What follows belongs to an exercise in optimizing a design on an open flow for small area and a short achievable clock period; a production flow would make more cautious choices.
Function was checked by simulation only, so behaviour that the tests miss may differ from the original.
The flow treats the clock pin as an ideal source, which a real chip does not have.
No activity file was given, so power comes from the tool's default toggle rates.

==> flow/design.v (outline; a module is shown in full before it is edited, if it fits) <==
// module c6288: 1345 lines
// module mul_fa: 4 lines
// module mul_fx: 6 lines
// module mul_x2: 3 lines
// module mul_maj: 3 lines
// module mul_han: 4 lines
// module mul_xn2: 3 lines
// module mul_or2: 3 lines
// module mul_ha: 4 lines
// module c6288_top: 18 lines
module c6288_top (
  input         clk,
  input  [15:0] a,
  input  [15:0] b,
  output [31:0] p
);
  // ...
==> flow/flow/run.sh <==
#!/bin/bash
set -uo pipefail
source flow/params.sh
export RES=orfs/results/sky130hd/c6288_top/base
ARGS=(MATCH_CELL_FOOTPRINT=0 "BUFFER_PORTS_ARGS=-buffer_cell $PORT_BUF" SETUP_SLACK_MARGIN=$SETUP_MARGIN $EXTRA)
bash standard.sh "${ARGS[@]}" floorplan > std_floorplan.log 2>&1 || exit 1
if [ -n "$IN_FF" ]; then
  IN_FF=$IN_FF openroad -no_init -exit flow/upsize.tcl > upsize.log 2>&1 || exit 1
fi
bash standard.sh "${ARGS[@]}" cts > std_cts.log 2>&1 || exit 1
if [ -n "$SKEW_CELLS" ]; then
  SKEW_CELLS="$SKEW_CELLS" openroad -no_init -exit flow/skew.tcl > skew.log 2>&1 || exit 1
fi
bash standard.sh "${ARGS[@]}" finish > std_finish.log 2>&1
st=$?
cp orfs/logs/sky130hd/c6288_top/base/*.log . 2>/dev/null
exit $st
==> flow/flow/params.sh <==
SETUP_MARGIN=0
PORT_BUF=sky130_fd_sc_hd__buf_1
IN_FF=sky130_fd_sc_hd__dfxtp_4
SKEW_CELLS="sky130_fd_sc_hd__clkdlybuf4s50_1 sky130_fd_sc_hd__clkbuf_4"
EXTRA=""
==> flow/flow/skew.tcl <==
read_db $::env(RES)/4_cts.odb
set block [ord::get_db_block]
set db [ord::get_db]
array set groups {}
foreach inst [$block getInsts] {
  if {[string match {p_q*} [$inst getName]]} {
    set it [$inst findITerm CLK]
    lappend groups([[$it getNet] getName]) $it
  }
}
set k 0
foreach netname [lsort [array names groups]] {
  set src [$block findNet $netname]
  set sx 0; set sy 0; set c 0
  foreach it $groups($netname) {
    set bb [[$it getInst] getBBox]
    incr sx [$bb xMin]; incr sy [$bb yMin]; incr c
  }
  set x [expr {$sx / $c}]; set y [expr {$sy / $c}]
  foreach cell $::env(SKEW_CELLS) {
    set buf [odb::dbInst_create $block [$db findMaster $cell] "skew_buf_$k"]
    set dst [odb::dbNet_create $block "skew_clk_$k"]
    $dst setSigType CLOCK
    [$buf findITerm A] connect $src
    [$buf findITerm X] connect $dst
    $buf setLocation $x $y
    $buf setPlacementStatus PLACED
    set src $dst
    incr k
  }
  foreach it $groups($netname) {
    $it disconnect
    $it connect $src
  }
  puts "leaf $netname: $c product registers behind $::env(SKEW_CELLS)"
}
global_connect
detailed_placement
check_placement
write_db $::env(RES)/4_cts.odb
==> flow/flow/upsize.tcl <==
# Give the operand registers a stronger flip-flop of the same type.
read_db $::env(RES)/2_floorplan.odb
set block [ord::get_db_block]
set m [[ord::get_db] findMaster $::env(IN_FF)]
set n 0
foreach inst [$block getInsts] {
  set name [$inst getName]
  if {[string match {a_q*} $name] || [string match {b_q*} $name]} {
    $inst swapMaster $m
    incr n
  }
}
puts "upsized $n registers to $::env(IN_FF)"
write_db $::env(RES)/2_floorplan.odb
==> flow/standard.sh <==
#!/bin/bash
# synth_recipe.tcl (not shown) runs the flow's synth.tcl, then flattens the netlist and writes it again
# the make line also repeats each setting of config.mk as NAME=value (left out here)
make -C /OpenROAD-flow-scripts/flow DESIGN_CONFIG=/design/flow/config.mk WORK_HOME=/design/flow/orfs CLKGATE_MAP_FILE= SYNTH_SCRIPT=/design/flow/synth_recipe.tcl "${@:-finish}"
==> flow/config.mk <==
export PLATFORM = sky130hd
export DESIGN_NAME = c6288_top
export DESIGN_NICKNAME = c6288_top
export VERILOG_FILES = /design/flow/design.v
export SDC_FILE = /design/flow/constraint.sdc
export NUM_CORES = 4
export LEC_CHECK = 0
export CAP_MARGIN = 20
export CORE_MARGIN = 2
export CORE_UTILIZATION = 40
export CTS_BUF_LIST = sky130_fd_sc_hd__clkbuf_4 sky130_fd_sc_hd__clkbuf_8
export SLEW_MARGIN = 20
export SYNTH_HIERARCHICAL = 1
export SYNTH_MINIMUM_KEEP_SIZE = 0
==> flow/constraint.sdc <==
create_clock -name core_clock -period 15.0 [get_ports {clk}]
set_input_delay 3.0000 -clock core_clock [delete_from_list [all_inputs] [get_ports {clk}]]
set_output_delay 3.0000 -clock core_clock [all_outputs]
set_load 0.01 [all_outputs]
==> notes.md, run 1 <==
Initial Util=0.410; Tap Cells=265; critical path type=reg2reg; syn_area_per_cell=10.2 um^2; Routed Antenna Nets=0; post-synthesis cell area=8040 um^2; GP Congestion=0.838; CP peak stage delay=0.56 ns; DRT met1 WL=8030 um; largest registers=p_q (32), a_q (16), b_q (16); relative slew slack=0.595; Hold Path Stages=2; Final nets=1078; XOR/XNOR share of the synthesized area=0.0381; CTS tree=done; cell area after layout=8790 um^2; drt wl/cell=18.5 um; most used cell, CP=fa_1; Layout area overhead=9.38%; row count=51; Synth top cells by count=nand2_1, fa_1, dfxtp_1; FF-to-FF Start=a_q[4]$_DFF_P_; total power=2.29 mW; Reg power frac=0.125; maximum root-to-sink buffer count=2; RSZ-0062 raised after global routing=no; number of synthesized flops with an enable pin=0; antenna cell count=0; footprint of the multi-input gates=6470 um^2; largest net degree at the start of global routing=17; # Max-Cap Violations=0; status=finished clean
==> inputs of run 2 (changes only) <==
--- a/flow/design.v
+++ b/flow/design.v
@@ -1306,47 +1306,47 @@
   wire G4_25 = G3_25 | (P3_25 & G3_15);
   wire G4_26 = G3_26 | (P3_26 & G3_15);
   wire G4_27 = G3_27 | (P3_27 & G3_15);
   wire G4_28 = G3_28 | (P3_28 & G3_15);
   wire G4_29 = G3_29 | (P3_29 & G3_15);
   wire G4_30 = G3_30 | (P3_30 & G3_15);
   wire G4_31 = G3_31 | (P3_31 & G3_15);
   assign p[0] = pg[0];
-  assign p[1] = ~(pg[1] ^ nc0);
-  assign p[2] = ~(pg[2] ^ rg1);
-  assign p[3] = ~(pg[3] ^ rg2);
-  assign p[4] = ~(pg[4] ^ rg3);
-  assign p[5] = ~(pg[5] ^ G2_4);
-  assign p[6] = ~(pg[6] ^ G2_5);
-  assign p[7] = ~(pg[7] ^ G2_6);
-  assign p[8] = ~(pg[8] ^ G2_7);
-  assign p[9] = ~(pg[9] ^ G3_8);
-  assign p[10] = ~(pg[10] ^ G3_9);
-  assign p[11] = ~(pg[11] ^ G3_10);
-  assign p[12] = ~(pg[12] ^ G3_11);
-  assign p[13] = ~(pg[13] ^ G3_12);
-  assign p[14] = ~(pg[14] ^ G3_13);
-  assign p[15] = ~(pg[15] ^ G3_14);
-  assign p[16] = ~(pg[16] ^ G3_15);
-  assign p[17] = ~(pg[17] ^ G4_16);
-  assign p[18] = ~(pg[18] ^ G4_17);
-  assign p[19] = ~(pg[19] ^ G4_18);
-  assign p[20] = ~(pg[20] ^ G4_19);
-  assign p[21] = ~(pg[21] ^ G4_20);
-  assign p[22] = ~(pg[22] ^ G4_21);
-  assign p[23] = ~(pg[23] ^ G4_22);
-  assign p[24] = ~(pg[24] ^ G4_23);
-  assign p[25] = ~(pg[25] ^ G4_24);
-  assign p[26] = ~(pg[26] ^ G4_25);
-  assign p[27] = ~(pg[27] ^ G4_26);
-  assign p[28] = ~(pg[28] ^ G4_27);
-  assign p[29] = ~(pg[29] ^ G4_28);
-  assign p[30] = ~(pg[30] ^ G4_29);
-  assign p[31] = ~(pg[31] ^ G4_30);
+  mul_xn2 u_sum1 (.a(pg[1]), .b(nc0), .y(p[1]));
+  mul_xn2 u_sum2 (.a(pg[2]), .b(rg1), .y(p[2]));
+  mul_xn2 u_sum3 (.a(pg[3]), .b(rg2), .y(p[3]));
+  mul_xn2 u_sum4 (.a(pg[4]), .b(rg3), .y(p[4]));
+  mul_xn2 u_sum5 (.a(pg[5]), .b(G2_4), .y(p[5]));
+  mul_xn2 u_sum6 (.a(pg[6]), .b(G2_5), .y(p[6]));
+  mul_xn2 u_sum7 (.a(pg[7]), .b(G2_6), .y(p[7]));
+  mul_xn2 u_sum8 (.a(pg[8]), .b(G2_7), .y(p[8]));
+  mul_xn2 u_sum9 (.a(pg[9]), .b(G3_8), .y(p[9]));
+  mul_xn2 u_sum10 (.a(pg[10]), .b(G3_9), .y(p[10]));
+  mul_xn2 u_sum11 (.a(pg[11]), .b(G3_10), .y(p[11]));
+  mul_xn2 u_sum12 (.a(pg[12]), .b(G3_11), .y(p[12]));
+  mul_xn2 u_sum13 (.a(pg[13]), .b(G3_12), .y(p[13]));
+  mul_xn2 u_sum14 (.a(pg[14]), .b(G3_13), .y(p[14]));
+  mul_xn2 u_sum15 (.a(pg[15]), .b(G3_14), .y(p[15]));
+  mul_xn2 u_sum16 (.a(pg[16]), .b(G3_15), .y(p[16]));
+  mul_xn2 u_sum17 (.a(pg[17]), .b(G4_16), .y(p[17]));
+  mul_xn2 u_sum18 (.a(pg[18]), .b(G4_17), .y(p[18]));
+  mul_xn2 u_sum19 (.a(pg[19]), .b(G4_18), .y(p[19]));
+  mul_xn2 u_sum20 (.a(pg[20]), .b(G4_19), .y(p[20]));
+  mul_xn2 u_sum21 (.a(pg[21]), .b(G4_20), .y(p[21]));
+  mul_xn2 u_sum22 (.a(pg[22]), .b(G4_21), .y(p[22]));
+  mul_xn2 u_sum23 (.a(pg[23]), .b(G4_22), .y(p[23]));
+  mul_xn2 u_sum24 (.a(pg[24]), .b(G4_23), .y(p[24]));
+  mul_xn2 u_sum25 (.a(pg[25]), .b(G4_24), .y(p[25]));
+  mul_xn2 u_sum26 (.a(pg[26]), .b(G4_25), .y(p[26]));
+  mul_xn2 u_sum27 (.a(pg[27]), .b(G4_26), .y(p[27]));
+  mul_xn2 u_sum28 (.a(pg[28]), .b(G4_27), .y(p[28]));
+  mul_xn2 u_sum29 (.a(pg[29]), .b(G4_28), .y(p[29]));
+  mul_xn2 u_sum30 (.a(pg[30]), .b(G4_29), .y(p[30]));
+  mul_xn2 u_sum31 (.a(pg[31]), .b(G4_30), .y(p[31]));
 endmodule
 module mul_fa (input a, input b, input c, output s, output co);
   assign s  = a ^ b ^ c;
   assign co = (a & b) | (a & c) | (b & c);
 endmodule
 module mul_fx (input a, input b, input c, output s, output co);
   wire t;
   mul_x2  u_x1 (.a(a), .b(b), .y(t));
==> notes.md, run 2 <==
Filler Cell Count=1907; synth top area cells=fa_1, dfxtp_1, nand2_1; Reg power frac=0.130 (+0.005); Static Leak=3.06 nW; die width=144 um; Post-CTS Setup Bufs=0; I/O pin count=65; status=finished clean; Ys Warns=7; most frequent cells in the layout=nand2_1, fa_1, buf_1; Max Clk Rate=220 MHz; TNS Setup=0 ns; clock group share of total power=0.106; post-synthesis cell area=7880 um^2 (-2.0%); vias in the first global route=5906; Max rail drop VDD=0.194 mV; Initial Util=0.406 (-0.00414); Synth cell types=38; Biggest register=p_q; largest registers=p_q (32), a_q (16), b_q (16); commonest non-fill, non-tap cell in the layout=nand2_1; GP Congestion=0.841 (+0.27%); Final setup viols=0; sw power=1.00 mW; proportion of layout cells with a drive suffix above 1=0.0795; HP Class=reg2reg; Final nets=1058 (-1.9%); row count=51 (unchanged); largest net degree at the start of global routing=17 (unchanged); total track usage=0.200; slew at the pin closest to its max-slew limit=0.931 ns; Max Slew Vio Count=0; # Max-Cap Violations=0 (unchanged); Worst Path Required=15.85 ns; switching share of power=0.454; max FFs per register=32; CTS tree=done; DR vias/cell=5.10; die height=144 um; final hold vios=0; Synth Instances=774; Tcrit/Tclk final=0.303; Sink Count=64; drt wl/cell=18.2 um (-1.6%); post-DP HPWL=14700 um; Routed Antenna Nets=0 (unchanged); post-synthesis sequential area ratio=0.163; Synth top cells by count=nand2_1, fa_1, dfxtp_1; most common cell in the netlist=nand2_1; FF/Latch Area=1400 um^2; CTS Buf Count=9; syn_area_per_cell=10.2 um^2 (+0.18%); grt ovf=0; pwr dens=255 nW/um^2; Routed WL=19400 um; CP Launch Type=register; Initial DRT Pass Iterations=5; crit path time final=4.54 ns; antenna cell count=0 (unchanged); RSZ-0062 raised after global routing=no; H-tree depth=3; cell taking the most area after synthesis=fa_1; CP max FO=16; Setup crit end kind=register; die area=20800 um^2; first-pass GRT wire length=31200 um; maximum root-to-sink buffer count=2 (unchanged); footprint of the multi-input gates=6340 um^2 (-1.9%); Worst EP arrival=5.39 ns; DR iter-0 viols=286; Cell Area, Placed=8330 um^2; post-CTS sizing=0; Layout area overhead=10.0%; critical path type=reg2reg; Seq cells post-synth=64; relative slew slack=0.373 (-0.222); Clk Latency, worst-skew pair=0.99 ns; initial antenna violation count=0; Logic pwr share=0.763; # DRC=0; Top FF cell, synth=dfxtp_1; Setup Skew=0.645 ns; clk root buf=clkbuf_8; clock slew seen by the registers of the worst setup and hold paths=0.08 ns; Synth async-reset ratio=0; cts hold-fix bufs=0; routed vias=5458; # port buffers=64; cell area after layout=8670 um^2 (-1.4%); number of synthesized flops with an enable pin=0 (unchanged); post-synth top area share=0.495; core box area=19400 um^2; Pint=1.21 mW
## run 2: cell count changes in the layout (fill, tap and decap cells not counted), sizes merged, moves of 3 or more
cell	previous run	this run
inv	8	4
nor3	8	5
ha	35	30
o211ai	2	6
xnor2	25	46
a211oi	5	0
a21o	7	14
xor2	10	0
## run 2: logic make-up after synthesis
kind of cell / Yosys count / synth area share
compound gates: 55 / 0.0492
other cells: 2 / 0.000953
xor+xnor: 46 / 0.0511
simple gates: 315 / 0.161
buf+inv: 67 / 0.0324
flops: 64 / 0.163
fa+ha+maj: 225 / 0.543
## run 2: final timing paths
| kind | from | end | slack [ns] | depth (start not counted) |
|---|---|---|---|---|
| setup / recovery | b_q[10]$_DFF_P_ | p_q[31]$_DFF_P_ | 10.46 | 14 |
| hold / removal | b_q[0]$_DFF_P_ | p_q[0]$_DFF_P_ | 0.02 | 1 |
| setup reg to reg | b_q[10]$_DFF_P_ | p_q[31]$_DFF_P_ | 10.46 | 14 |
| hold reg to reg | b_q[0]$_DFF_P_ | p_q[0]$_DFF_P_ | 0.02 | 1 |
## run 2: power groups by stage
stage	logic (mW)	clock network, mW	registers (mW)
6_report	1.69	0.236	0.289
5_1_grt	1.92	0.254	0.293
4_1_cts	1.71	0.176	0.289
3_5_place_dp	1.71	0	0.293
3_3_place_gp	1.70	0	0.293
2_1_floorplan	1.37	0	0.291
## run 2: area by class of cell
class	count	share of cell area
repair buffers	64	0.0277
clock inverters	6	0.00981
clock buffers	10	0.0151
well taps	265	0.0382
inverters	4	0.00173
flip-flops and latches	64	0.162
multi-input cells	643	0.732
plain buffers	14	0.0141
## run 2: metrics by stage
step / hold slack (ns) / utilization / worst slack [ns] / power [mW] / std cells
after floorplan: 0.629 / - / 9.92 / 1.66 / 774
after global placement: 0.609 / 0.430 / 9.99 / 1.99 / 1040
after detailed placement: 0.618 / 0.430 / 9.92 / 2.00 / 1040
after CTS: 0.629 / 0.441 / 9.89 / 2.18 / 1056
after global routing: 0.0197 / 0.447 / 10.21 / 2.47 / 1070
final: 0.0167 / 0.447 / 10.46 / 2.21 / 1070
## run 2: worst max-delay path: stages, from the launching register on
cell,delay [ns]
dfxtp_4,0.47
nand2_1,0.12
fa_1,0.57
fa_1,0.44
fa_1,0.46
fa_1,0.41
fa_1,0.51
fa_1,0.41
ha_1,0.34
a21oi_1,0.12
o21ai_1,0.38
o211a_1,0.22
o31ai_1,0.11
a311oi_1,0.35
xnor2_1,0.11
## run 2: metal layers
metal	routed length (um)	vias to the layer above	global-route usage
li1	-	2440	-
met1	8050	2809	0.260
met2	9600	179	0.326
met3	1320	30	0.0523
met4	454	0	0.0705
met5	0	-	0
## run 2: Yosys stat by module, one instance, submodules excluded, a selection
| module | flops+latches | cells inside | copies in the design | area, um^2 |
|---|---|---|---|---|
| mul_ha | 0 | 1 | 30 | 12.5 |
| mul_fa | 0 | 1 | 195 | 20.0 |
| c6288 | 0 | 424 | 1 | 1820 |
| mul_xn2 | 0 | 1 | 46 | 8.76 |
| mul_or2 | 0 | 1 | 15 | 6.26 |
| c6288_top | 64 | 64 | 1 | 1280 |
==> inputs of run 3 (changes only) <==
--- a/flow/flow/run.sh
+++ b/flow/flow/run.sh
@@ -5,2 +5,3 @@
 ARGS=(MATCH_CELL_FOOTPRINT=0 "BUFFER_PORTS_ARGS=-buffer_cell $PORT_BUF" SETUP_SLACK_MARGIN=$SETUP_MARGIN $EXTRA)
+if [ -n "${CTS_OPTS:-}" ]; then ARGS+=("CTS_ARGS=$CTS_OPTS"); fi
 bash standard.sh "${ARGS[@]}" floorplan > std_floorplan.log 2>&1 || exit 1
--- a/flow/flow/params.sh
+++ b/flow/flow/params.sh
@@ -5 +5,2 @@
 EXTRA=""
+CTS_OPTS="-sink_clustering_enable -repair_clock_nets -dont_use_dummy_load -buf_list {sky130_fd_sc_hd__clkbuf_4 sky130_fd_sc_hd__clkbuf_8}"
==> notes.md, run 3 <==
status=finished clean; vias in the first global route=5834 (-1.2%); Biggest register=p_q; r2r setup slk=10.40 ns (-0.05 ns); worst setup margin=10.40 ns (-0.0540 ns); core box area=19400 um^2 (unchanged); FF-to-FF Start=b_q[10]$_DFF_P_; first-pass GRT wire length=31000 um (-0.44%); Worst Hold End=p_q[0]$_DFF_P_; antenna cell count=0 (unchanged); cell taking the most area after synthesis=fa_1; DR vias/cell=5.13 (+0.47%); GP Congestion=0.841 (unchanged); main combinational cell family by area after synthesis=adder cells; Static Leak=3.01 nW (-1.4%); Setup crit end kind=register; Finished Layout Cells=1063 (-0.65%); post-synthesis cell area=7880 um^2 (unchanged); Reg power frac=0.133 (+0.003); Synth Instances=774 (unchanged); die height=144 um (unchanged); Clk Latency, worst-skew pair=0.98 ns (about the same); HP Class=reg2reg; pwr dens=253 nW/um^2 (-0.91%); Worst Hold Launch=b_q[0]$_DFF_P_; CTS Buf Count=9 (unchanged); Synth async-reset ratio=0 (unchanged); number of synthesized flops with an enable pin=0 (unchanged); Tcrit/Tclk final=0.306 (+0.00360); Max rail drop VDD=0.186 mV (-4.0%); Pint=1.17 mW (-3.5%); die width=144 um (unchanged); routed vias=5448 (-0.18%); R2R cell count=14 (unchanged); die area=20800 um^2 (unchanged); final hold vios=0 (unchanged); Logic pwr share=0.783 (+0.020); Routed Antenna Nets=0 (unchanged); H-tree depth=3 (unchanged); Seq cells post-synth=64 (unchanged); slew at the pin closest to its max-slew limit=0.981 ns (+0.0504 ns); initial antenna violation count=0 (unchanged); dpl ws=9.92 ns (unchanged); switching share of power=0.462 (+0.00826); post-synthesis sequential area ratio=0.163 (unchanged); Post-Synth Adder-Cell Area=0.543 (unchanged); DR iter-0 viols=336 (+17%); drt wl/cell=18.3 um (+0.77%); CP Launch Type=register; Sink Count=64 (unchanged); Synth Area in Simple Gates=0.161 (unchanged); Worst EP arrival=5.43 ns (+0.04 ns); Max Clk Rate=218 MHz (-1.2%); post-synth top area share=0.495 (unchanged); Ys Warns=7 (unchanged); Layout area overhead=8.86%; critical path type=reg2reg; Filler Cell Count=1915 (+0.42%); # port buffers=64 (unchanged); relative slew slack=0.339 (-0.0339); proportion of layout cells with a drive suffix above 1=0.0727 (-0.00682); max FFs per register=32 (unchanged); crit path time final=4.60 ns (+0.0540 ns); Final setup viols=0 (unchanged); row count=51 (unchanged); synth top area cells=fa_1, dfxtp_1, nand2_1; syn_area_per_cell=10.2 um^2 (unchanged); Synth Area in Compound Gates=0.0492 (unchanged); mux cell area share after synthesis=0 (unchanged); most frequent cells in the layout=nand2_1, fa_1, buf_1; Worst R2R End=p_q[31]$_DFF_P_; maximum root-to-sink buffer count=2 (unchanged); Routed WL=19400 um (+0.11%); CTS tree=done; Max Slew Vio Count=0 (unchanged); total track usage=0.200 (about the same); Setup Skew=0.654 ns (+0.00825 ns); Final nets=1058 (unchanged); post-DP HPWL=14700 um (unchanged); cts hold-fix bufs=0 (unchanged); sw power=1.00 mW (-0.18%); Initial DRT Pass Iterations=5 (unchanged); Post-CTS Setup Bufs=0 (unchanged); CP max FO=16 (unchanged); XOR/XNOR share of the synthesized area=0.0511 (unchanged); clk root buf=clkbuf_8; footprint of the multi-input gates=6340 um^2 (unchanged); # Max-Cap Violations=0 (unchanged); most common cell in the netlist=nand2_1; grt ovf=0 (unchanged); Synth cell types=38 (unchanged); commonest non-fill, non-tap cell in the layout=nand2_1; largest registers=p_q (32), a_q (16), b_q (16); post-CTS sizing=0 (unchanged); clock slew seen by the registers of the worst setup and hold paths=0.08 ns (about the same); Hold Path Stages=1 (unchanged); dpl cells=1040 (unchanged); Worst Path Required=15.84 ns (about the same); I/O pin count=65 (unchanged); post-layout util=0.442 (-0.00477); Initial Util=0.406 (unchanged); TNS Setup=0 ns (unchanged); Synth top cells by count=nand2_1, fa_1, dfxtp_1; largest net degree at the start of global routing=17 (unchanged); Top FF cell, synth=dfxtp_1; clock group share of total power=0.084 (-0.022); # DRC=0 (unchanged); RSZ-0062 raised after global routing=no; FF/Latch Area=1400 um^2 (unchanged)
run 3: changes by cell type in the layout (fill, tap and decap cells not counted), sizes merged:
cell and delta:
clkbuf -1, clkinvlp -1, clkinv -3, bufinv -2
run 3: per-module statistics from Yosys, one instance, submodules excluded, excerpt:
module / cells / flops+latches / cell area (um^2) / copies in the design
c6288: 424 / 0 / 1820 / 1
c6288_top: 64 / 64 / 1280 / 1
mul_fa: 1 / 0 / 20.0 / 195
mul_ha: 1 / 0 / 12.5 / 30
mul_or2: 1 / 0 / 6.26 / 15
mul_xn2: 1 / 0 / 8.76 / 46
run 3: cell families (layout without fill, tap and decap cells):
| logic type | Yosys count | in the layout |
|---|---|---|
| AND/OR/NAND/NOR | 315 | 315 |
| adder cells (fa/ha/maj) | 225 | 225 |
| buffers and inverters | 67 | 91 |
| flip-flops | 64 | 64 |
| AO/OA/AOI/OAI | 55 | 55 |
| XOR/XNOR | 46 | 46 |
| other | 2 | 2 |
run 3: final cells by class:
| cell class | count | share of cell area |
|---|---|---|
| inverter | 4 | 0.00175 |
| sequential | 64 | 0.163 |
| timing repair buffer | 64 | 0.0280 |
| clock buffer | 9 | 0.0144 |
| multi-input combinational | 643 | 0.740 |
| buffer | 14 | 0.0143 |
| tap | 265 | 0.0386 |
run 3: worst max path at each step:
stage               slack [ns]              end       startpoint  cells past startpoint
finish                   10.40  p_q[31]$_DFF_P_  b_q[10]$_DFF_P_                     14
floorplan                 9.92  p_q[31]$_DFF_P_  b_q[10]$_DFF_P_                     16
CTS                       9.89  p_q[31]$_DFF_P_  b_q[10]$_DFF_P_                     14
global route             10.19  p_q[31]$_DFF_P_   a_q[6]$_DFF_P_                     14
detailed placement        9.92  p_q[31]$_DFF_P_  a_q[15]$_DFF_P_                     14
global placement          9.99  p_q[31]$_DFF_P_  a_q[15]$_DFF_P_                     14
run 3: through the flow:
step	total power [mW]	hold WS, ns	area, um^2
finish	2.17	0.0234	8580
global route	2.41	0.0283	8580
CTS	2.13	0.634	8460
detailed placement	2.00	0.618	8330
global placement	1.99	0.609	8330
floorplan	1.66	0.629	7880
run 3: power by group through the flow:
stage          Combinational, mW  Clock (mW)  Sequential, mW
3_5_place_dp                1.71           0           0.293
5_1_grt                     1.92       0.201           0.294
4_1_cts                     1.71       0.125           0.289
3_3_place_gp                1.70           0           0.293
6_report                    1.70       0.183           0.289
2_1_floorplan               1.37           0           0.291
run 3: metal layers:
metal	routed length (um)	track usage	up-vias
met5	0	0	-
met4	439	0.0700	0
met3	1380	0.0520	25
met2	9660	0.325	187
met1	7970	0.261	2801
li1	-	-	2435
run 3: worst max-delay path, stage by stage (launching register included):
cell,delay [ns]
dfxtp_4,0.47
nand2_1,0.12
fa_1,0.58
fa_1,0.44
fa_1,0.46
fa_1,0.41
fa_1,0.51
fa_1,0.41
ha_1,0.34
a21oi_1,0.13
o21ai_1,0.40
o211a_1,0.22
o31ai_1,0.11
a311oi_1,0.36
xnor2_1,0.11
==> inputs of run 4 (changes only) <==
--- a/flow/flow/params.sh
+++ b/flow/flow/params.sh
@@ -2,3 +2,3 @@
 PORT_BUF=sky130_fd_sc_hd__buf_1
-IN_FF=sky130_fd_sc_hd__dfxtp_4
+IN_FF=sky130_fd_sc_hd__dfxtp_2
 SKEW_CELLS="sky130_fd_sc_hd__clkdlybuf4s50_1 sky130_fd_sc_hd__clkbuf_4"
==> notes.md, run 4 <==
Sink Count=64 (unchanged); pwr dens=256 nW/um^2 (+1.0%); commonest non-fill, non-tap cell in the layout=nand2_1; Finished Layout Cells=1063 (unchanged); drt wl/cell=18.3 um (+0.20%); HP Class=reg2reg; Setup Skew=0.658 ns (+0.00425 ns); Critical-path top delay cell=fa_1; Critical Path, Cell by Cell=nand2_1 > fa_1 > fa_1 > fa_1 > fa_1 > fa_1 > fa_1 > ha_1 > a21oi_1 > o21ai_1 > o211a_1 > o31ai_1 > a311oi_1 > xnor2_1; grt ovf=0 (unchanged); post-synthesis cell area=7880 um^2 (unchanged); worst setup margin=10.38 ns (-0.0283 ns); initial antenna violation count=0 (unchanged); post-layout util=0.438 (-0.00413); synth top area cells=fa_1, dfxtp_1, nand2_1; crit path time final=4.63 ns (+0.0283 ns); Worst Path Required=15.88 ns (+0.04 ns); post-synth top area share=0.495 (unchanged); CP peak stage delay=0.57 ns (about the same); number of synthesized flops with an enable pin=0 (unchanged); Initial DRT Pass Iterations=5 (unchanged); Max Clk Rate=216 MHz (-0.61%); Final setup viols=0 (unchanged); Max rail drop VDD=0.189 mV (+1.6%); Tcrit/Tclk final=0.308 (+0.00189); Filler Cell Count=1944 (+1.5%); Layout area overhead=7.84%; core box area=19400 um^2 (unchanged); dpl cells=1040 (unchanged); Synth cell types=38 (unchanged); antenna cell count=0 (unchanged); Final nets=1058 (unchanged); CTS tree=done; dpl ws=9.77 ns (-0.148 ns); clock slew seen by the registers of the worst setup and hold paths=0.09 ns (about the same); Worst R2R End=p_q[31]$_DFF_P_; Routed WL=19500 um (+0.20%); TNS Setup=0 ns (unchanged); H-tree depth=3 (unchanged); Initial Util=0.406 (unchanged); CTS Buf Count=9 (unchanged); footprint of the multi-input gates=6340 um^2 (unchanged); Static Leak=3.00 nW (-0.36%); Top FF cell, synth=dfxtp_1; FF-to-FF Start=b_q[10]$_DFF_P_; critical path type=reg2reg; most frequent cells in the layout=nand2_1, fa_1, buf_1; die width=144 um (unchanged); Hold Path Stages=1 (unchanged); largest registers=p_q (32), a_q (16), b_q (16); clk root buf=clkbuf_8; R2R cell count=14 (unchanged); Synth top cells by count=nand2_1, fa_1, dfxtp_1; post-synthesis sequential area ratio=0.163 (unchanged); RSZ-0062 raised after global routing=no; # Max-Cap Violations=0 (unchanged); most used cell, CP=fa_1; final hold vios=0 (unchanged); # DRC=0 (unchanged); Post-CTS Setup Bufs=0 (unchanged); first-pass GRT wire length=31000 um (-0.18%); Setup crit end kind=register; row count=51 (unchanged); GP Congestion=0.828 (-1.5%); Worst Hold End=p_q[0]$_DFF_P_; CP max FO=16 (unchanged); Worst Hold Launch=b_q[0]$_DFF_P_; post-DP HPWL=14700 um (+0.13%); routed vias=5503 (+1.0%); largest net degree at the start of global routing=17 (unchanged); Routed Antenna Nets=0 (unchanged); die height=144 um (unchanged); Synth async-reset ratio=0 (unchanged); vias in the first global route=5777 (-0.98%); r2r setup slk=10.38 ns (-0.03 ns); cell taking the most area after synthesis=fa_1; relative slew slack=0.604 (+0.265); Ys Warns=7 (unchanged); syn_area_per_cell=10.2 um^2 (unchanged); max FFs per register=32 (unchanged); Seq cells post-synth=64 (unchanged); most common cell in the netlist=nand2_1; I/O pin count=65 (unchanged); maximum root-to-sink buffer count=2 (unchanged); cts hold-fix bufs=0 (unchanged); proportion of layout cells with a drive suffix above 1=0.0727 (unchanged); DR vias/cell=5.18 (+1.0%); slew at the pin closest to its max-slew limit=0.588 ns (-0.393 ns); DR iter-0 viols=274 (-18%); Worst EP arrival=5.50 ns (+0.07 ns); Biggest register=p_q; total track usage=0.200 (-0.000643); Synth Instances=774 (unchanged); Clk Latency, worst-skew pair=0.98 ns (about the same); Max Slew Vio Count=0 (unchanged); post-CTS sizing=0 (unchanged); status=finished clean; CP Launch Type=register; die area=20800 um^2 (unchanged); # port buffers=64 (unchanged); total power=2.17 mW (about the same); FF/Latch Area=1320 um^2 (-5.7%)
-- run 4: cell types whose count changed in the layout (fill, tap and decap cells not counted) --
cell,delta
dfxtp_2,+32
dfxtp_4,-32
-- run 4: modules after synthesis, one instance, submodules excluded, a selection --
module / cell area (um^2) / flip-flops and latches / times used
c6288: 1820 / 0 / 1
c6288_top: 1280 / 64 / 1
mul_fa: 20.0 / 0 / 195
mul_ha: 12.5 / 0 / 30
mul_or2: 6.26 / 0 / 15
mul_xn2: 8.76 / 0 / 46
-- run 4: power breakdown --
group	internal, mW	switching [mW]	total (mW)
Clock	0.105	0.0751	0.180
Combinational	0.811	0.889	1.70
Sequential	0.255	0.0376	0.292
Total	1.17	1.00	2.17
-- run 4: final cells by class --
cell class / count / share of cell area
clock buffers: 9 / 0.0146
multi-input cells: 643 / 0.747
flip-flops and latches: 64 / 0.155
repair buffers: 64 / 0.0283
inverters: 4 / 0.00177
well taps: 265 / 0.0390
plain buffers: 14 / 0.0144
-- run 4: how the worst max path moves through the flow --
stage	startpoint	end	slack [ns]
after CTS	b_q[10]$_DFF_P_	p_q[31]$_DFF_P_	9.77
final	b_q[10]$_DFF_P_	p_q[31]$_DFF_P_	10.38
after global placement	a_q[15]$_DFF_P_	p_q[31]$_DFF_P_	9.88
after detailed placement	b_q[0]$_DFF_P_	p_q[31]$_DFF_P_	9.77
after floorplan	b_q[10]$_DFF_P_	p_q[31]$_DFF_P_	9.92
after global routing	b_q[10]$_DFF_P_	p_q[31]$_DFF_P_	10.22
-- run 4: routing by layer --
| layer | share of wire | global-route usage |
|---|---|---|
| met5 | 0 | 0 |
| met4 | 0.019 | 0.0521 |
| met3 | 0.062 | 0.0434 |
| met2 | 0.49 | 0.322 |
| met1 | 0.43 | 0.275 |
-- run 4: logic make-up (layout without fill, tap and decap cells) --
family / after synthesis / in the layout / synth area share
buf+inv: 67 / 91 / 0.0324
simple gates: 315 / 315 / 0.161
compound gates: 55 / 55 / 0.0492
fa+ha+maj: 225 / 225 / 0.543
other cells: 2 / 2 / 0.000953
xor+xnor: 46 / 46 / 0.0511
flops: 64 / 64 / 0.163
-- run 4: critical path, delay by kind of cell, from the launching register on --
kind	cells	cell delay (ns)
adder cells (fa/ha/maj)	7	3.14
XOR/XNOR	1	0.11
flip-flops	1	0.54
AND/OR/NAND/NOR	1	0.14
AO/OA/AOI/OAI	5	1.21
-- run 4: per-stage QoR --
stage          cell area (um^2)  hold WS, ns
3_5_place_dp               8250        0.649
3_3_place_gp               8250        0.639
5_1_grt                    8500       0.0612
4_1_cts                    8380        0.655
2_1_floorplan              7880        0.629
6_report                   8500       0.0582
==> inputs of run 5 (changes only) <==
==> flow/flow/params.sh (replaced) <==
SETUP_MARGIN=11.0
PORT_BUF=sky130_fd_sc_hd__buf_1
IN_FF=sky130_fd_sc_hd__dfxtp_2
SKEW_CELLS="sky130_fd_sc_hd__clkdlybuf4s50_1 sky130_fd_sc_hd__clkbuf_4"
EXTRA="SKIP_CTS_REPAIR_TIMING=1 REMOVE_ABC_BUFFERS=1 SETUP_MOVE_SEQUENCE=sizeup,swap"
CTS_OPTS="-sink_clustering_enable -repair_clock_nets -dont_use_dummy_load -buf_list {sky130_fd_sc_hd__clkbuf_4 sky130_fd_sc_hd__clkbuf_8}"
==> notes.md, run 5 <==
post-DP HPWL=14400 um (-1.9%); max FFs per register=32 (unchanged); Worst Path Required=12.00 ns (-3.88 ns); CP max FO=1 (-15); relative slew slack=0.614 (+0.0103); post-synth top area share=0.495 (unchanged); DR vias/cell=5.20 (+0.40%); cell taking the most area after synthesis=fa_1; Clk Latency, worst-skew pair=0.99 ns (about the same); synth top area cells=fa_1, dfxtp_1, nand2_1; CP peak stage delay=0.33 ns (-0.24 ns); Critical Path, Cell by Cell=buf_2; GP Congestion=0.864 (+4.3%); clk root buf=clkbuf_8; row count=51 (unchanged); Routed Antenna Nets=0 (unchanged); initial antenna violation count=0 (unchanged); drt wl/cell=18.3 um (about the same); FF/Latch Area=1420 um^2 (+7.1%); routed vias=5520 (+0.31%); FF-to-FF Start=b_q[13]$_DFF_P_; most common cell in the netlist=nand2_1; Critical-path top delay cell=dfxtp_1; grt ovf=0 (unchanged); Synth cell types=38 (unchanged); Routed WL=19500 um (about the same); Setup crit end kind=primary output; Finished Layout Cells=1062 (-0.094%); Ys Warns=7 (unchanged); Seq cells post-synth=64 (unchanged); total track usage=0.198 (-0.00146); largest registers=p_q (32), a_q (16), b_q (16); Max Slew Vio Count=0 (unchanged); Worst Hold End=p_q[0]$_DFF_P_; Biggest register=p_q; total power=2.57 mW (+18%); die height=144 um (unchanged); DR iter-0 viols=304 (+11%); Worst EP arrival=1.44 ns (-4.06 ns); slew at the pin closest to its max-slew limit=0.573 ns (-0.0153 ns); Worst Hold Launch=a_q[0]$_DFF_P_; Setup Skew=0.659 ns (+0.00105 ns); antenna cell count=0 (unchanged); post-synthesis cell area=7880 um^2 (unchanged); WP buf/inv=1 (+1); Max Clk Rate=225 MHz (+4.1%); H-tree depth=3 (unchanged); HP Class=reg2reg; pwr dens=287 nW/um^2 (+12%); final hold vios=0 (unchanged); footprint of the multi-input gates=6600 um^2 (+4.0%); most frequent cells in the layout=nand2_1, fa_1, xnor2_1; maximum root-to-sink buffer count=2 (unchanged); proportion of layout cells with a drive suffix above 1=0.181 (+0.108); CP Launch Type=register; Final setup viols=0 (unchanged); Static Leak=3.16 nW (+5.4%); Layout area overhead=13.6%; CTS tree=done; I/O pin count=65 (unchanged); number of synthesized flops with an enable pin=0 (unchanged); die area=20800 um^2 (unchanged); status=finished clean; dpl cells=1040 (unchanged); first-pass GRT wire length=30800 um (-0.38%); Synth Instances=774 (unchanged); commonest non-fill, non-tap cell in the layout=nand2_1; family with the most delay on the worst path=flip-flops; Hold Path Stages=1 (unchanged); syn_area_per_cell=10.2 um^2 (unchanged); Tcrit/Tclk final=0.296 (-0.0121); critical path type=reg2out; Final nets=1057 (-0.095%); vias in the first global route=5821 (+0.76%); # DRC=0 (unchanged); core box area=19400 um^2 (unchanged); Filler Cell Count=1869 (-3.9%); Worst R2R End=p_q[31]$_DFF_P_; Max rail drop VDD=0.262 mV (+38%); # port buffers=64 (unchanged); post-synthesis sequential area ratio=0.163 (unchanged); clock slew seen by the registers of the worst setup and hold paths=0.11 ns (+0.02 ns); largest net degree at the start of global routing=17 (unchanged); Initial DRT Pass Iterations=5 (unchanged); RSZ-0062 raised after global routing=yes; Sink Count=64 (unchanged); CTS Buf Count=9 (unchanged); R2R cell count=14 (unchanged); crit path time final=4.44 ns (-0.181 ns); r2r setup slk=10.73 ns (+0.36 ns); TNS Setup=0 ns (unchanged); Synth top cells by count=nand2_1, fa_1, dfxtp_1; Synth async-reset ratio=0 (unchanged); Initial Util=0.406 (unchanged); Top FF cell, synth=dfxtp_1; die width=144 um (unchanged); # Max-Cap Violations=0 (unchanged)
## run 5: layout make-up
| type | count | area share |
|---|---|---|
| buffer | 12 | 0.0117 |
| clock buffer | 9 | 0.0138 |
| inverter | 4 | 0.00168 |
| multi-input combinational | 643 | 0.737 |
| sequential | 64 | 0.158 |
| tap | 265 | 0.0370 |
| timing repair buffer | 65 | 0.0401 |
## run 5: worst max path at each step
stage / end / cells after the start / startpoint
after detailed placement: p_q[31]$_DFF_P_ / 14 / a_q[15]$_DFF_P_
after global routing: p[25] / 1 / p_q[25]$_DFF_P_
after floorplan: p_q[31]$_DFF_P_ / 14 / b_q[10]$_DFF_P_
after global placement: p_q[31]$_DFF_P_ / 14 / a_q[15]$_DFF_P_
final: p[25] / 1 / p_q[25]$_DFF_P_
after CTS: p_q[31]$_DFF_P_ / 14 / a_q[6]$_DFF_P_
## run 5: Yosys stat by module (local to each module, per instance), a selection
| module | copies in the design | flip-flops and latches | cells | cell area, um^2 |
|---|---|---|---|---|
| mul_ha | 30 | 0 | 1 | 12.5 |
| c6288_top | 1 | 64 | 64 | 1280 |
| mul_xn2 | 46 | 0 | 1 | 8.76 |
| mul_fa | 195 | 0 | 1 | 20.0 |
| c6288 | 1 | 0 | 424 | 1820 |
| mul_or2 | 15 | 0 | 1 | 6.26 |
## run 5: report_power, final
group          switching, mW  leakage, nW  internal, mW  total (mW)
clock                 0.0752        0.116        0.0974       0.173
combinational           1.04         2.50          1.07        2.11
sequential            0.0385        0.551         0.254       0.293
## run 5: cell families after synthesis
kind of cell	after synthesis	share of synthesized area
adders and majority gates	225	0.543
other	2	0.000953
AOI/OAI and AO/OA	55	0.0492
and+or+nand+nor	315	0.161
DFF	64	0.163
buffers and inverters	67	0.0324
xor gates and xnor gates	46	0.0511
## run 5: metal layers
layer / track usage / vias up / share of wire
met5: 0 / - / 0
met4: 0.0726 / 0 / 0.031
met2: 0.314 / 199 / 0.49
met1: 0.271 / 2853 / 0.41
li1: - / 2428 / -
met3: 0.0404 / 40 / 0.064
## run 5: metrics by stage
step                      hold slack [ns]  setup WS [ns]   util  area (um^2)
final                             0.00897          10.56  0.461         8950
after global routing              0.00333          10.49  0.461         8950
after CTS                           0.644           9.82  0.432         8380
after detailed placement            0.635           9.84  0.425         8250
after global placement              0.629           9.91  0.425         8250
after floorplan                     0.627          10.14      -         7640
==> inputs of run 6 (changes only) <==
--- a/flow/flow/params.sh
+++ b/flow/flow/params.sh
@@ -1,2 +1,2 @@
-SETUP_MARGIN=11.0
+SETUP_MARGIN=10.7
 PORT_BUF=sky130_fd_sc_hd__buf_1
==> notes.md, run 6 <==
status=finished clean; met3 WL=1440 um (+15%); Critical Path, Cell by Cell=buf_2; syn_area_per_cell=10.2 um^2 (unchanged); most frequent cells in the layout=nand2_1, fa_1, xnor2_1; Synth async-reset ratio=0 (unchanged); post-layout util=0.456 (-0.00555); commonest non-fill, non-tap cell in the layout=nand2_1; Final nets=1057 (unchanged); grt ovf=0 (unchanged); # Max-Cap Violations=0 (unchanged); # port buffers=64 (unchanged); RSZ-0062 raised after global routing=yes; # DRC=0 (unchanged); Synth cell types=38 (unchanged); row count=51 (unchanged); Setup crit end kind=primary output; Routed Antenna Nets=0 (unchanged); largest net degree at the start of global routing=17 (unchanged); Final setup viols=0 (unchanged); largest registers=p_q (32), a_q (16), b_q (16); Initial Util=0.406 (unchanged); routed vias=5501 (-0.34%); Seq cells post-synth=64 (unchanged); Sink Count=64 (unchanged); DR iter-0 viols=301 (-0.99%); Worst Path Required=12.00 ns (about the same); CP max FO=1 (unchanged); critical path type=reg2out; DRT met1 WL=7840 um (-2.4%); Max rail drop VDD=0.262 mV (about the same); CTS Buf Count=9 (unchanged); antenna cell count=0 (unchanged); Ys Warns=7 (unchanged); Clk Latency, worst-skew pair=0.99 ns (about the same); post-DP HPWL=14400 um (unchanged); Synth Instances=774 (unchanged); slew at the pin closest to its max-slew limit=0.607 ns (+0.0348 ns); relative slew slack=0.591 (-0.0234); Max Slew Vio Count=0 (unchanged); die area=20800 um^2 (unchanged); CTS tree=done; proportion of layout cells with a drive suffix above 1=0.152 (-0.0289); post-synthesis sequential area ratio=0.163 (unchanged); Filler Cell Count=1878 (+0.48%); most common cell in the netlist=nand2_1; Met2 Wirelength=9490 um (-1.1%); CP peak stage delay=0.33 ns (about the same); crit path time final=4.44 ns (-0.00580 ns); maximum root-to-sink buffer count=2 (unchanged); GP Congestion=0.864 (unchanged); pwr dens=277 nW/um^2 (-3.7%); I/O pin count=65 (unchanged); CP Launch Type=register; Biggest register=p_q; clock slew seen by the registers of the worst setup and hold paths=0.11 ns (about the same); TNS Setup=0 ns (unchanged); post-synthesis cell area=7880 um^2 (unchanged); Max Clk Rate=225 MHz (+0.13%); post-synth top area share=0.495 (unchanged); Synth top cells by count=nand2_1, fa_1, dfxtp_1; drt wl/cell=18.2 um (-0.97%); final hold vios=0 (unchanged); initial antenna violation count=0 (unchanged); cell taking the most area after synthesis=fa_1; total track usage=0.198 (unchanged); core box area=19400 um^2 (unchanged); vias in the first global route=5821 (unchanged); synth top area cells=fa_1, dfxtp_1, nand2_1; family with the most delay on the worst path=flip-flops; Routed WL=19300 um (-0.97%); first-pass GRT wire length=30800 um (unchanged); DR vias/cell=5.18 (-0.34%); WP buf/inv=1 (unchanged); total power=2.45 mW (-4.8%); Static Leak=3.13 nW (-1.0%); Worst EP arrival=1.44 ns (about the same); Top FF cell, synth=dfxtp_1; Top Layer Used=met4; Initial DRT Pass Iterations=5 (unchanged); Layout area overhead=12.2%; max FFs per register=32 (unchanged); clk root buf=clkbuf_8; number of synthesized flops with an enable pin=0 (unchanged); die height=144 um (unchanged); Tcrit/Tclk final=0.296 (-0.000387); Critical-path top delay cell=dfxtp_1; HP Class=reg2reg; die width=144 um (unchanged); H-tree depth=3 (unchanged); Setup Skew=0.656 ns (-0.00320 ns)
## run 6: power breakdown
group | total, mW | internal, mW | switching (mW)
clock | 0.172 | 0.0974 | 0.0749
combinational | 1.98 | 0.998 | 0.985
sequential | 0.292 | 0.254 | 0.0373
## run 6: routing by layer
layer | global-route usage | up-vias
li1 | - | 2428
met1 | 0.271 | 2834
met2 | 0.314 | 205
met3 | 0.0404 | 34
met4 | 0.0726 | 0
met5 | 0 | -
## run 6: worst paths after layout
path                   start         endpoint  slack [ns]  depth (start not counted)
min reg2reg   a_q[0]$_DFF_P_   p_q[0]$_DFF_P_       0.004                          1
min           a_q[0]$_DFF_P_   p_q[0]$_DFF_P_       0.004                          1
max reg2reg   a_q[7]$_DFF_P_  p_q[31]$_DFF_P_       10.73                         14
max          p_q[25]$_DFF_P_            p[25]       10.56                          1
## run 6: modules after synthesis, one instance, submodules excluded, a selection
module     cells inside  copies in the design  area (um^2)  flip-flops and latches
mul_or2               1                    15         6.26                       0
c6288_top            64                     1         1280                      64
mul_xn2               1                    46         8.76                       0
mul_fa                1                   195         20.0                       0
mul_ha                1                    30         12.5                       0
c6288               424                     1         1820                       0
## run 6: cells by family after synthesis
group           Yosys count  share of synthesized area
simple gates            315                      0.161
flops                    64                      0.163
fa+ha+maj               225                      0.543
buf+inv                  67                     0.0324
other cells               2                   0.000953
compound gates           55                     0.0492
xor+xnor                 46                     0.0511
## run 6: stage by stage
stage / std cells / hold WS (ns) / setup slack, ns / cell area, um^2
finish: 1062 / 0.00385 / 10.56 / 8840
global route: 1062 / 0.000518 / 10.49 / 8840
CTS: 1049 / 0.644 / 9.82 / 8380
detailed placement: 1040 / 0.635 / 9.84 / 8250
global placement: 1040 / 0.629 / 9.91 / 8250
floorplan: 711 / 0.627 / 10.14 / 7640
## run 6: cell type report
class / instances / area, um^2 / share of cell area
buffer: 12 / 105 / 0.0119
clock buffer: 9 / 124 / 0.0140
inverter: 4 / 15.0 / 0.00170
multi-input combinational: 643 / 6490 / 0.734
sequential: 64 / 1420 / 0.160
tap: 265 / 332 / 0.0375
timing repair buffer: 65 / 359 / 0.0406
==> inputs of run 7 (changes only) <==
--- a/flow/config.mk
+++ b/flow/config.mk
@@ -9,4 +9,3 @@
 export CORE_MARGIN = 2
-export CORE_UTILIZATION = 40
-export CTS_BUF_LIST = sky130_fd_sc_hd__clkbuf_4 sky130_fd_sc_hd__clkbuf_8
+export CORE_UTILIZATION = 65
 export SLEW_MARGIN = 20
==> notes.md, run 7 <==
Worst Path Required=12.00 ns (about the same); die area=13000 um^2 (-38%); post-synthesis sequential area ratio=0.163 (unchanged); dpl ws=9.85 ns (+0.0101 ns); number of synthesized flops with an enable pin=0 (unchanged); DR vias/cell=6.00 (+16%); synth top area cells=fa_1, dfxtp_1, nand2_1; Finished Layout Cells=945 (-11%); DR iter-0 viols=285 (-5.3%); Routed Antenna Nets=0 (unchanged); Synth cell types=38 (unchanged); Worst EP arrival=1.45 ns (about the same); cell taking the most area after synthesis=fa_1; HP Class=reg2reg; Sink Count=64 (unchanged); Synth top cells by count=nand2_1, fa_1, dfxtp_1; RSZ-0062 raised after global routing=yes; antenna cell count=0 (unchanged); drt wl/cell=20.6 um (+14%); Max rail drop VDD=0.359 mV (+37%); Max Clk Rate=225 MHz (-0.35%); Ys Warns=7 (unchanged); WP buf/inv=1 (unchanged); first-pass GRT wire length=31100 um (+0.78%); TNS Setup=0 ns (unchanged); pwr dens=285 nW/um^2 (+3.1%); Final setup viols=0 (unchanged); vias in the first global route=6109 (+4.9%); largest net degree at the start of global routing=17 (unchanged); CP Launch Type=register; CP max FO=1 (unchanged); Clk Latency, worst-skew pair=1.01 ns (+0.02 ns); # port buffers=64 (unchanged); status=finished clean; Synth async-reset ratio=0 (unchanged); die height=114 um (-21%); footprint of the multi-input gates=6490 um^2 (unchanged); clock slew seen by the registers of the worst setup and hold paths=0.08 ns (-0.03 ns); Layout area overhead=10.3%; maximum root-to-sink buffer count=2 (unchanged); Synth Instances=774 (unchanged); most common cell in the netlist=nand2_1; Seq cells post-synth=64 (unchanged); Setup crit end kind=primary output; die width=114 um (-21%); FF/Latch Area=1410 um^2 (-0.27%); family with the most delay on the worst path=flip-flops; clk root buf=clkbuf_8; Setup Skew=0.666 ns (+0.0102 ns); row count=40 (-22%); cell area after layout=8700 um^2 (-1.7%); post-synthesis cell area=7880 um^2 (unchanged); final hold vios=0 (unchanged); Initial Util=0.662 (+0.255); Tcrit/Tclk final=0.297 (+0.00104); I/O pin count=65 (unchanged); Filler Cell Count=898 (-52%); Biggest register=p_q; dpl cells=922 (-11%); most frequent cells in the layout=nand2_1, fa_1, xnor2_1; # Max-Cap Violations=0 (unchanged); critical path type=reg2out; total track usage=0.322 (+0.124); Hold WS=0.204 ns (+0.200 ns); routed vias=5670 (+3.1%); proportion of layout cells with a drive suffix above 1=0.152 (-0.000190); initial antenna violation count=0 (unchanged); Critical Path, Cell by Cell=buf_6; core box area=11900 um^2 (-39%); max FFs per register=32 (unchanged); CTS Buf Count=9 (unchanged); post-synth top area share=0.495 (unchanged); slew at the pin closest to its max-slew limit=0.651 ns (+0.0436 ns); crit path time final=4.45 ns (+0.0156 ns); largest registers=p_q (32), a_q (16), b_q (16); Initial DRT Pass Iterations=5 (unchanged); relative slew slack=0.561 (-0.0294); Cell Area, Placed=8110 um^2 (-1.8%); Static Leak=3.14 nW (+0.13%); H-tree depth=3 (unchanged); CTS tree=done; Max Slew Vio Count=0 (unchanged); Critical-path top delay cell=dfxtp_2; Final nets=1058 (+0.095%); post-layout util=0.730 (+0.274); Top FF cell, synth=dfxtp_1; post-DP HPWL=14900 um (+3.4%); syn_area_per_cell=10.2 um^2 (unchanged); GP Congestion=0.903 (+4.5%); Routed WL=19500 um (+1.1%); # DRC=0 (unchanged); commonest non-fill, non-tap cell in the layout=nand2_1; total power=2.48 mW (+1.4%); CP peak stage delay=0.33 ns (about the same); grt ovf=0 (unchanged); worst setup margin=10.55 ns (-0.0156 ns)
## run 7: cell counts after synthesis
Identical to the previous run, type by type.
## run 7: worst paths after layout
| path | startpoint | end | slack (ns) | cells past startpoint |
|---|---|---|---|---|
| setup / recovery | p_q[0]$_DFF_P_ | p[0] | 10.55 | 1 |
| hold / removal | a_q[0]$_DFF_P_ | p_q[2]$_DFF_P_ | 0.20 | 3 |
| setup reg to reg | b_q[14]$_DFF_P_ | p_q[31]$_DFF_P_ | 10.75 | 14 |
| hold reg to reg | a_q[0]$_DFF_P_ | p_q[2]$_DFF_P_ | 0.20 | 3 |
## run 7: cell families (layout without fill, tap and decap cells)
family | after synthesis | count (layout) | share of synthesized area
AND/OR/NAND/NOR | 315 | 315 | 0.161
adder cells (fa/ha/maj) | 225 | 225 | 0.543
buffers and inverters | 67 | 91 | 0.0324
flip-flops | 64 | 64 | 0.163
AO/OA/AOI/OAI | 55 | 55 | 0.0492
XOR/XNOR | 46 | 46 | 0.0511
other | 2 | 2 | 0.000953
## run 7: tightest hold or removal path: stages, from the launching register on
cell and delay (ns):
dfxtp_4 0.40, nand2_1 0.08, ha_1 0.21, xnor2_1 0.09
## run 7: final cells by class
cell class	instances	area share
Clock buffer	9	0.0142
Timing Repair Buffer	66	0.0417
Tap cell	147	0.0212
Inverter	4	0.00173
Multi-Input combinational cell	643	0.747
Sequential cell	64	0.162
Buffer	12	0.0121
## run 7: modules after synthesis, one instance, submodules excluded, excerpt
module,flip-flops and latches,cells inside,area (um^2)
c6288,0,424,1820
c6288_top,64,64,1280
mul_fa,0,1,20.0
mul_ha,0,1,12.5
mul_xn2,0,1,8.76
mul_or2,0,1,6.26
## run 7: layer usage
layer	track usage	vias to the layer above	share of wire
met5	0	-	0
met4	0.187	0	0.049
met3	0.0519	62	0.060
met2	0.536	269	0.52
met1	0.403	2908	0.37
li1	-	2431	-
## run 7: power breakdown
part | leakage, nW | switching (mW) | internal [mW]
Combinational | 2.47 | 1.02 | 0.992
Clock | 0.116 | 0.0785 | 0.0976
Sequential | 0.551 | 0.0369 | 0.254
==> inputs of run 8 (changes only) <==
--- a/flow/flow/run.sh
+++ b/flow/flow/run.sh
@@ -5,3 +5,2 @@
 ARGS=(MATCH_CELL_FOOTPRINT=0 "BUFFER_PORTS_ARGS=-buffer_cell $PORT_BUF" SETUP_SLACK_MARGIN=$SETUP_MARGIN $EXTRA)
-if [ -n "${CTS_OPTS:-}" ]; then ARGS+=("CTS_ARGS=$CTS_OPTS"); fi
 bash standard.sh "${ARGS[@]}" floorplan > std_floorplan.log 2>&1 || exit 1
==> flow/flow/params.sh (replaced) <==
SETUP_MARGIN=0
PORT_BUF=sky130_fd_sc_hd__buf_1
IN_FF=sky130_fd_sc_hd__dfxtp_4
SKEW_CELLS="sky130_fd_sc_hd__clkdlybuf4s50_1 sky130_fd_sc_hd__clkdlybuf4s15_1 sky130_fd_sc_hd__clkbuf_4"
EXTRA=""
--- a/flow/config.mk
+++ b/flow/config.mk
@@ -9,3 +9,4 @@
 export CORE_MARGIN = 2
-export CORE_UTILIZATION = 65
+export CORE_UTILIZATION = 40
+export CTS_BUF_LIST = sky130_fd_sc_hd__clkbuf_4
 export SLEW_MARGIN = 20
==> notes.md, run 8 <==
DR vias/cell=5.10 (-15%); FF-to-FF Start=a_q[15]$_DFF_P_; Worst EP arrival=1.74 ns (+0.29 ns); Final nets=1069 (+1.0%); routed vias=5514 (-2.8%); maximum root-to-sink buffer count=2 (unchanged); row count=51 (+28%); Static Leak=3.08 nW (-1.7%); DR iter-0 viols=324 (+14%); post-synthesis cell area=7880 um^2 (unchanged); crit path time final=4.74 ns (+0.286 ns); CP max FO=1 (unchanged); family with the most delay on the worst path=flip-flops; RSZ-0062 raised after global routing=no; die width=144 um (+27%); Max Clk Rate=211 MHz (-6.0%); Sink Count=64 (unchanged); syn_area_per_cell=10.2 um^2 (unchanged); slew at the pin closest to its max-slew limit=0.934 ns (+0.283 ns); Synth Instances=774 (unchanged); Tcrit/Tclk final=0.316 (+0.0190); largest registers=p_q (32), a_q (16), b_q (16); clock slew seen by the registers of the worst setup and hold paths=0.08 ns (about the same); Worst Path Required=12.00 ns (about the same); Ys Warns=7 (unchanged); Max rail drop VDD=0.189 mV (-47%); sw power=1.01 mW (-11%); Synth cell types=38 (unchanged); clk root buf=clkbuf_4; largest net degree at the start of global routing=17 (unchanged); status=finished clean; Setup crit end=p[29]; clock group share of total power=0.105 (+0.034); drt wl/cell=18.1 um (-12%); worst setup margin=10.26 ns (-0.286 ns); CP Launch Type=register; Reg power frac=0.130 (+0.013); Routed WL=19600 um (+0.41%); first-pass GRT wire length=31300 um (+0.69%); Initial DRT Pass Iterations=5 (unchanged); Biggest register=p_q; Clk Latency, worst-skew pair=1.25 ns (+0.24 ns); Post-CTS Setup Bufs=0; R2R cell count=14 (unchanged); max FFs per register=32 (unchanged); post-CTS sizing=0; dpl ws=9.92 ns (+0.0762 ns); Initial Util=0.406 (-0.255); Logic pwr share=0.765 (-0.047); cell taking the most area after synthesis=fa_1; grt ovf=0 (unchanged); # Max-Cap Violations=0 (unchanged); switching share of power=0.456 (-0.00178); worst setup path startpoint=p_q[29]$_DFF_P_; HP Class=reg2reg; Filler Cell Count=1903 (+110%); post-layout util=0.450 (-0.280); TNS Setup=0 ns (unchanged); # port buffers=64 (unchanged); total track usage=0.201 (-0.121); most common cell in the netlist=nand2_1; CTS Buf Count=9 (unchanged); Setup crit end kind=primary output; Routed Antenna Nets=0 (unchanged); Synth async-reset ratio=0 (unchanged); Worst R2R End=p_q[31]$_DFF_P_; post-synthesis sequential area ratio=0.163 (unchanged); r2r setup slk=10.61 ns (-0.14 ns); WP buf/inv=1 (unchanged); final hold vios=0 (unchanged); H-tree depth=3 (unchanged); die height=144 um (+27%); Setup Skew=0.841 ns (+0.175 ns); Top FF cell, synth=dfxtp_1; Max Slew Vio Count=0 (unchanged); Final setup viols=0 (unchanged); synth top area cells=fa_1, dfxtp_1, nand2_1; number of synthesized flops with an enable pin=0 (unchanged); commonest non-fill, non-tap cell in the layout=nand2_1; CTS tree=done; proportion of layout cells with a drive suffix above 1=0.0784 (-0.0732); most frequent cells in the layout=nand2_1, fa_1, buf_1; core box area=19400 um^2 (+63%); critical path type=reg2out; Critical-path top delay cell=dfxtp_1; pwr dens=254 nW/um^2 (-11%); GP Congestion=0.841 (-6.9%); relative slew slack=0.371 (-0.190); Crit. path cell count=1 (unchanged); post-synth top area share=0.495 (unchanged); # DRC=0 (unchanged); vias in the first global route=5980 (-2.1%); Layout area overhead=10.7%; cts hold-fix bufs=0; die area=20800 um^2 (+60%); Critical Path, Cell by Cell=buf_1; Seq cells post-synth=64 (unchanged); I/O pin count=65 (unchanged); Synth top cells by count=nand2_1, fa_1, dfxtp_1; Pint=1.21 mW (-10%); CP peak stage delay=0.33 ns (about the same); post-DP HPWL=14700 um (-1.5%); initial antenna violation count=1 (+1)
## run 8: cell count changes in the layout (fill, tap and decap cells not counted), sizes merged
| cell | delta |
|---|---|
| dlygate4sd3 | +2 |
| clkdlybuf4s50 | +1 |
| clkinv | +3 |
| clkbuf | +2 |
| clkinvlp | +1 |
| bufinv | +2 |
| diode | +1 |
| clkdlybuf4s15 | +7 |
## run 8: power groups by stage
stage | combinational (mW) | clock, mW | sequential, mW
final | 1.70 | 0.234 | 0.288
after global placement | 1.70 | 0 | 0.293
after floorplan | 1.37 | 0 | 0.291
after detailed placement | 1.71 | 0 | 0.293
after global routing | 1.92 | 0.255 | 0.293
after CTS | 1.71 | 0.146 | 0.289
## run 8: cell type report
cell class,count,area [um^2],area share
antenna,1,2.50,0.000287
buffer,21,193,0.0221
clock buffer,10,75.1,0.00860
clock inverter,6,85.1,0.00975
inverter,4,15.0,0.00172
multi-input combinational,643,6340,0.727
sequential,64,1400,0.161
tap,265,332,0.0380
timing repair buffer,68,280,0.0321
## run 8: cell families after synthesis
group	share of synthesized area
AOI/OAI and AO/OA	0.0492
xor gates and xnor gates	0.0511
adders and majority gates	0.543
buffers and inverters	0.0324
DFF	0.163
other	0.000953
and+or+nand+nor	0.161
## run 8: worst min path at each step
stage                   start              to  depth (start not counted)  slack [ns]
5_1_grt        a_q[0]$_DFF_P_  p_q[2]$_DFF_P_                          3        0.02
3_5_place_dp   b_q[0]$_DFF_P_  p_q[0]$_DFF_P_                          1        0.62
2_1_floorplan  b_q[0]$_DFF_P_  p_q[0]$_DFF_P_                          2        0.63
6_report       b_q[2]$_DFF_P_  p_q[2]$_DFF_P_                          3        0.03
3_3_place_gp   b_q[0]$_DFF_P_  p_q[0]$_DFF_P_                          1        0.61
4_1_cts        b_q[0]$_DFF_P_  p_q[0]$_DFF_P_                          1        0.64
## run 8: stage by stage
| step | instances | power, mW | cell area [um^2] | hold WS [ns] |
|---|---|---|---|---|
| floorplan | 774 | 1.66 | 7880 | 0.629 |
| global placement | 1040 | 1.99 | 8330 | 0.609 |
| detailed placement | 1040 | 2.00 | 8330 | 0.618 |
| CTS | 1056 | 2.15 | 8490 | 0.637 |
| global route | 1082 | 2.47 | 8730 | 0.0172 |
| finish | 1082 | 2.22 | 8730 | 0.0312 |
## run 8: routing by layer
metal,global-route usage,wire length [um]
met3,0.0507,1390
met1,0.263,8020
met2,0.325,9720
met5,0,0
met4,0.0720,455
## run 8: Yosys stat by module (local to each module, per instance), excerpt
module,cells,area (um^2),flip-flops and latches
mul_fa,1,20.0,0
mul_xn2,1,8.76,0
mul_ha,1,12.5,0
mul_or2,1,6.26,0
c6288,424,1820,0
c6288_top,64,1280,64
## run 8: worst reg2reg max path: cells and delay by family, from the launching register on
kind / cells / cell delay (ns)
fa+ha+maj: 7 / 3.14
compound gates: 5 / 1.23
simple gates: 1 / 0.12
xor+xnor: 1 / 0.11
flops: 1 / 0.49

-- separate check: timing with driven ports --
The flow's constraints put no driver on any port. The routed layouts listed below were extracted and timed again, unchanged, in two steps. Step 1 sets driving cells, clkbuf_16 on the clock port and buf_2 on the other inputs (assumed; they add their load-dependent delay and slew). Step 2, shift: input delay + t, output delay - t, t = (earliest + latest rising clock arrival at the registers) / 2. This alone moves slack from input paths to output paths. Three values: ideal, step 1, step 2; two values: the first two.
| run | t, ns | slack for setup (ns) | worst setup path at the end | clock arrival spread, ns |
|---|---|---|---|---|
| run 1 | 0.710 | 10.388 / 10.388 / 10.388 | register to register | 0.649 / 0.649 |
| run 2 | 0.702 | 10.457 / 10.457 / 10.457 | register to register | 0.645 / 0.646 |
| run 3 | 0.696 | 10.403 / 10.403 / 10.403 | register to register | 0.654 / 0.653 |
| run 4 | 0.694 | 10.375 / 10.375 / 10.375 | register to register | 0.658 / 0.658 |
| run 5 | 0.702 | 10.556 / 10.520 / 10.734 | register to register | 0.659 / 0.659 |
| run 6 | 0.699 | 10.562 / 10.525 / 10.734 | register to register | 0.655 / 0.656 |
| run 7 | 0.714 | 10.546 / 10.507 / 10.752 | register to register | 0.675 / 0.674 |
| run 8 | 0.868 | 10.261 / 10.222 / 10.614 | register to register | 0.841 / 0.841 |
Clock arrivals are far apart in every run listed, so t is only a midpoint there and step 2 fits no single register.
